This design comes from an exercise in tuning for small area, a short achievable clock period and few clock cycles per item on the open sky130 flow, not from production work. RTL that was checked went through simulation tests only; none was proved equivalent to the original.

rev 12:
// Procesador
module Procesador(input  logic        clk, rst,
                  input  logic [31:0] imem_rdata,
                  input  logic [6:0]  dmem_rdata,
                  output logic [31:0] imem_addr,
                  output logic [31:0] dmem_addr,
                  output logic        dmem_we,
                  output logic [6:0]  dmem_wdata,
                  output logic        txtE,
                  output logic [31:0] SrcBE);
export LEC_CHECK = 0
export CAP_MARGIN = 20
export CORE_MARGIN = 2
export CORE_UTILIZATION = 40
export SLEW_MARGIN = 20
create_clock -name core_clock -period 12.0 [get_ports {clk}]
run.sh (not shown) runs the stock make flow with config.mk's settings and CLKGATE_MAP_FILE= SYNTH_SCRIPT=/design/flow/synth_recipe.tcl, a recipe that flattens the netlist after the stock synthesis.
Testbench counts of rev 12, summed over its fixed seeds: cycles 442,993, samples 12,800.
### rev 12 -> rev 13
==> flow/flow/run.sh (new file) <==
#!/bin/bash
bash standard.sh SETUP_SLACK_MARGIN=8 finish > standard.log 2>&1
==> flow/standard.sh (new file) <==
#!/bin/bash
# synth_recipe.tcl (not shown) runs the flow's synth.tcl, then flattens the netlist and writes it again
# the make line also repeats each setting of config.mk as NAME=value (left out here)
make -C /OpenROAD-flow-scripts/flow DESIGN_CONFIG=/design/flow/config.mk WORK_HOME=/design/flow/orfs CLKGATE_MAP_FILE= SYNTH_SCRIPT=/design/flow/synth_recipe.tcl "${@:-finish}"
removed: flow/run.sh
--- outcome ---
- From rev 12 to rev 13 the numbers moved as follows: maximum achievable frequency increased by 48% relative to the old numbers, layout multi-input combinational cell count closely matched the old numbers, fill cell total of the finished layout decreased by 2.8% relative to the old numbers, arrival time of the worst setup path decreased by 2.07 ns relative to the old numbers.
- [compare] base=rev 12 new=rev 13: placeable core region flat; overall via count from detail_route up about 3.7%; final hold slack flat; design area up 6.3%.
- In the reports for rev 13 and rev 12, the smaller first-pass GRT wire length belongs to rev 12.

* * *

Procesador, a different RTL version from the one above (not shown whole).
For scale: roughly 660 flip-flops, roughly 150 I/O pins, roughly 41000 µm² of cells after synthesis.
==> flow/design.v (excerpt) <==
module Procesador(input  logic        clk, rst,
                  input  logic [31:0] imem_rdata,
                  input  logic [6:0]  dmem_rdata,
                  output logic [31:0] imem_addr,
                  output logic [31:0] dmem_addr,
                  output logic        dmem_we,
                  output logic [6:0]  dmem_wdata,
                  output logic        txtE,
                  output logic [31:0] SrcBE);
Settings: LEC_CHECK=0, CAP_MARGIN=20, CORE_MARGIN=2, CORE_UTILIZATION=40, SLEW_MARGIN=20; clock period 12.0 ns.
standard.sh (not shown) runs the stock make flow with config.mk's settings and CLKGATE_MAP_FILE= SYNTH_SCRIPT=/design/flow/synth_recipe.tcl, a recipe that flattens the netlist after the stock synthesis.
==> flow/flow/run.sh <==
#!/bin/bash
bash standard.sh SETUP_SLACK_MARGIN=8 MATCH_CELL_FOOTPRINT=0 \
  "BUFFER_PORTS_ARGS=-buffer_cell sky130_fd_sc_hd__buf_4" finish > standard.log 2>&1
The baseline completed without violations.
Rerun with:
==> flow/flow/run.sh (replaced) <==
#!/bin/bash
bash standard.sh SETUP_SLACK_MARGIN=8 finish > standard.log 2>&1
=> Critical path depth increases by 1. Core utilization increases by 0.99 points. Setup slack degrades by 0.10 ns. Via count hardly moves. Routed wire length decreases by 2.0%.
Function was not checked in any run of this note: the RTL went through the layout flow alone.

* * *

Procesador, a different RTL version from the one above (not shown whole).
For scale: roughly 4,900 cells after synthesis, roughly 660 flip-flops, roughly 150 I/O pins, about 41,000 sq um of cells after synthesis.
clock: 12.0 ns
lec_check: 0
cap_margin: 20
core_margin: 2
core_utilization: 60
slew_margin: 20
==> flow/flow/run.sh <==
#!/bin/bash
bash standard.sh SETUP_SLACK_MARGIN=8 finish > standard.log 2>&1
Rerun with:
- CORE_UTILIZATION: 60 -> 40
Effect: The new run finished clean. Register-to-register slack improves by 0.17 ns. Cell count went up by 9.2%. Final area grows by 1.7%. Routed wire length falls by 1.5%.
No functional check of the RTL was part of any run of this note.

* * *

Setup of main:
Another version of the RTL of Procesador (not shown whole).
For scale: about 4900 cells after synthesis, roughly 660 flip-flops, ~150 I/O pins, about 41000 µm² of cells after synthesis.
==> flow/design.v (excerpt) <==
module Procesador(input  logic        clk, rst,
                  input  logic [31:0] imem_rdata,
                  input  logic [6:0]  dmem_rdata,
                  output logic [31:0] imem_addr,
                  output logic [31:0] dmem_addr,
                  output logic        dmem_we,
                  output logic [6:0]  dmem_wdata,
                  output logic        txtE,
                  output logic [31:0] SrcBE);
==> flow/config.mk <==
export PLATFORM = sky130hd
export DESIGN_NAME = Procesador
export DESIGN_NICKNAME = Procesador
export VERILOG_FILES = /design/flow/design.v
export SDC_FILE = /design/flow/constraint.sdc
export NUM_CORES = 4
export LEC_CHECK = 0
export CAP_MARGIN = 20
export CORE_MARGIN = 2
export CORE_UTILIZATION = 40
export CTS_BUF_LIST = sky130_fd_sc_hd__clkbuf_4 sky130_fd_sc_hd__clkbuf_8
export SLEW_MARGIN = 20
==> flow/constraint.sdc <==
create_clock -name core_clock -period 12.0 [get_ports {clk}]
set_input_delay 2.4000 -clock core_clock [delete_from_list [all_inputs] [get_ports {clk}]]
set_output_delay 2.4000 -clock core_clock [all_outputs]
set_load 0.01 [all_outputs]
==> flow/flow/run.sh <==
#!/bin/bash
bash standard.sh SETUP_SLACK_MARGIN=8 MATCH_CELL_FOOTPRINT=0 \
  "BUFFER_PORTS_ARGS=-buffer_cell sky130_fd_sc_hd__buf_4" finish > standard.log 2>&1
main: all stages complete, timing, DRC and antenna checks passed
Testbench counts of main, summed over its fixed seeds: cycles 422,347, samples 12,800.
Inputs modified between main and the feature branch:
Settings: CTS_BUF_LIST no longer set, was sky130_fd_sc_hd__clkbuf_4 sky130_fd_sc_hd__clkbuf_8.
--- outcome ---
Compared with main, in the feature branch count of plain and timing-repair buffers in the layout now smaller, area taken by flip-flops and latches now sits at about the same level, area growth from synthesis to layout saw a decrease, number of vias per cell after detailed routing barely changed. The higher critical path depth of the feature branch and main is in the feature branch. The feature branch ends up with higher normalized max-slew margin than main does.

* * *

== run 1 ==
Procesador, a different RTL version from the one above (not shown whole).
Size: ~3900 cells after synthesis, about 150 I/O pins, ~40000 um^2 of cells after synthesis.
==> flow/config.mk <==
export PLATFORM = sky130hd
export DESIGN_NAME = Procesador
export DESIGN_NICKNAME = Procesador
export VERILOG_FILES = /design/flow/design.v
export SDC_FILE = /design/flow/constraint.sdc
export NUM_CORES = 4
export LEC_CHECK = 0
export CAP_MARGIN = 20
export CORE_MARGIN = 2
export CORE_UTILIZATION = 40
export CTS_CLUSTER_DIAMETER = 100
export CTS_CLUSTER_SIZE = 16
export SLEW_MARGIN = 20
==> flow/constraint.sdc <==
create_clock -name core_clock -period 12.0 [get_ports {clk}]
set_input_delay 2.4000 -clock core_clock [delete_from_list [all_inputs] [get_ports {clk}]]
set_output_delay 2.4000 -clock core_clock [all_outputs]
set_load 0.01 [all_outputs]
==> flow/flow/run.sh <==
#!/bin/bash
bash standard.sh SETUP_SLACK_MARGIN=7.8 MATCH_CELL_FOOTPRINT=0 \
  "BUFFER_PORTS_ARGS=-buffer_cell sky130_fd_sc_hd__buf_4" finish > standard.log 2>&1
Testbench counts of run 1, summed over its fixed seeds: cycles 422,347, samples 12,800.
Here is what was changed in the inputs of run 2 compared with run 1.
==> flow/flow/run.sh <==
#!/bin/bash
bash standard.sh SETUP_SLACK_MARGIN=8 MATCH_CELL_FOOTPRINT=0 \
  "BUFFER_PORTS_ARGS=-buffer_cell sky130_fd_sc_hd__buf_4" finish > standard.log 2>&1
-- flow/config.mk --
<<< run 1, line 10
export CORE_UTILIZATION = 40
export CTS_CLUSTER_DIAMETER = 100
export CTS_CLUSTER_SIZE = 16
export SLEW_MARGIN = 20
>>> run 2, line 10
export CORE_UTILIZATION = 40
export CTS_CLUSTER_DIAMETER = 100
export CTS_CLUSTER_SIZE = 20
export SLEW_MARGIN = 20
- Row largest stage delay on the critical path: run 2 lower / run 1 higher
- Compared to run 1, run 2 has wire length 3.8% higher.
- Measured against each other, run 2 and run 1 differ in synthesis-to-layout area growth, the higher figure coming from run 2.
- The lower filler cell count came out of run 2.
- Run 2 vs run 1 — cell depth of the worst flop-to-flop path rose 3.
- In run 2, largest fanout on the critical path is lower than in run 1.
- Relative to run 1, average wire per standard cell has increased by 0.95 um in run 2.
- Comparing number of ordinary and repair buffers in the finished layout for run 2 and run 1, the smaller number came from run 1.
- In run 2, the routed wire length on met2 came out 3.9% above the value in run 1.
The inputs of run 3 differ from those of run 2 as listed below.
-- flow/config.mk --
<<< run 2, line 10
export CORE_UTILIZATION = 40
export CTS_CLUSTER_DIAMETER = 100
export CTS_CLUSTER_SIZE = 20
export SLEW_MARGIN = 20
>>> run 3, line 10
export CORE_UTILIZATION = 40
export CTS_CLUSTER_DIAMETER = 100
export CTS_CLUSTER_SIZE = 16
export SLEW_MARGIN = 20
==> results.txt <==
In terms of sequential share of layout area, run 2 and run 3 differ only marginally.
Run 3 ended up with sky130_fd_sc_hd__a221o_2 as its worst-path cell with the longest stage delay; run 2 ended up with sky130_fd_sc_hd__edfxtp_1.
~same number of non-filler instances in the completed layout in run 2 and run 3
Sort run 2 and run 3 by wire length, ascending, and run 3 comes first.
Run 3: non-clock buffering overhead in the final layout is 0.32 points lower than what run 2 reported.
Number of nets at the end of the flow delta (run 2 -> run 3): insignificant
A worst setup path startpoint of opA[14] is what run 2 shows, while selYp belongs to run 3.

* * *

== job 9583 ==
Another version of the RTL of Procesador (not shown whole).
Size in the first run: roughly 4,000 cells after synthesis, about 670 flip-flops, ~150 I/O pins, about 40,000 um^2 of cells after synthesis.
clock: 12.0 ns
lec_check: 0
cap_margin: 20
core_margin: 2
core_utilization: 40
cts_cluster_diameter: 100
cts_cluster_size: 16
slew_margin: 20
==> flow/flow/run.sh <==
#!/bin/bash
bash standard.sh SETUP_SLACK_MARGIN=8.4 MATCH_CELL_FOOTPRINT=0 \
  "BUFFER_PORTS_ARGS=-buffer_cell sky130_fd_sc_hd__buf_4" finish > standard.log 2>&1
Testbench counts of job 9583, summed over its fixed seeds: cycles 422,347, samples 12,800.
Edits applied to the flow inputs when going from job 9583 to job 7056:
--- a/flow/flow/run.sh
+++ b/flow/flow/run.sh
@@ -2 +2 @@
-bash standard.sh SETUP_SLACK_MARGIN=8.4 MATCH_CELL_FOOTPRINT=0 \
+bash standard.sh SETUP_SLACK_MARGIN=8 MATCH_CELL_FOOTPRINT=0 \
--- a/flow/config.mk
+++ b/flow/config.mk
@@ -11,2 +10,0 @@
-export CTS_CLUSTER_DIAMETER = 100
-export CTS_CLUSTER_SIZE = 16
- Compared with job 9583, in job 7056 layout buffer count excluding clock buffers saw a decrease, minimum clock period after layout saw an increase, clock buffer count in the final layout saw an increase, via total after detailed routing saw a decrease.
- Compared to job 9583, the routing of job 7056 uses less wire.
- Job 9583 -> job 7056: peak clock frequency supported by timing decreased slightly
- Job 7056 ended up with SrcBE[4] as its destination of the critical timing path; job 9583 ended up with opA[22].
- Job 7056 has depth of the most critical reg-to-reg path below what job 9583 had.
- Job 9583 has higher relative area of non-clock buffer cells in the final design than job 7056.
--- input diff job 7056..job 9941 ---
--- a/flow/config.mk
+++ b/flow/config.mk
@@ -10,0 +11,2 @@
+export CTS_CLUSTER_DIAMETER = 100
+export CTS_CLUSTER_SIZE = 16
Compared with job 7056, in job 9941 final hold slack higher; clock-pin transition on the worst setup and hold timing paths picked up an extra 0.02 ns; I/O pin count essentially unchanged; sequential share of cell area rose by 1.1 points. Compared with job 7056, in job 9941 cell area down 2.6%; area after synthesis flat; register-to-register setup slack down 0.04 ns; final critical-path setup slack up 0.0048 ns; routed wire length flat.

[afterwards: timing with drivers on the ports]
How much do the figures lean on ideal ports? The routed layouts below were timed once more, with nothing changed but the port constraints. Step 1 assumes that a clkbuf_16 drives the clock port and a buf_2 every other input. Step 2 times the ports against the registers' clock, not the clock port: input delays grow and output delays shrink by t, the midpoint of the rising clock arrivals with the driver on. a / b / c = ideal ports / drivers / drivers and shift; a / b = the first two.
run	t, ns	setup WS [ns]	hold WS [ns]	clock arrival spread, ns	pins driven straight from the clock port
rev 12	0.726	5.583 / 5.583 / 5.583	0.478 / 0.478 / 0.478	0.058 / 0.057	1
rev 13	0.740	7.671 / 7.671 / 7.340	0.480 / 0.480 / 0.480	0.031 / 0.031	1
the first run of note 2	0.727	7.619 / 7.619 / 7.301	0.472 / 0.472 / 0.472	0.051 / 0.050	1
the second run of note 2	0.736	7.514 / 7.514 / 7.139	0.474 / 0.474 / 0.474	0.053 / 0.053	1
the first run of note 3	0.712	7.287 / 7.287 / 7.284	0.479 / 0.479 / 0.479	0.042 / 0.042	1
the second run of note 3	0.731	7.457 / 7.457 / 7.211	0.472 / 0.472 / 0.472	0.060 / 0.060	1
main	0.843	7.659 / 7.659 / 7.138	0.484 / 0.484 / 0.484	0.064 / 0.064	1
the feature branch	0.724	7.798 / 7.798 / 7.335	0.471 / 0.471 / 0.471	0.053 / 0.053	1
run 1	0.729	7.702 / 7.681 / 7.149	0.462 / 0.462 / 0.462	0.042 / 0.042	1
run 2	0.738	7.876 / 7.876 / 7.275	0.462 / 0.462 / 0.462	0.042 / 0.042	1
run 3	0.743	7.853 / 7.853 / 7.164	0.458 / 0.458 / 0.458	0.036 / 0.036	1
job 9583	0.721	8.037 / 8.037 / 7.521	0.476 / 0.476 / 0.476	0.043 / 0.044	1
job 7056	0.740	7.972 / 7.894 / 7.326	0.471 / 0.471 / 0.471	0.067 / 0.068	1
job 9941	0.753	7.977 / 7.929 / 7.323	0.474 / 0.474 / 0.474	0.085 / 0.086	1
After both steps setup and hold are still met in every run listed. The setup slack of run 3, which loses most, moves by 0.000 ns with the drivers and by -0.689 ns with both steps.
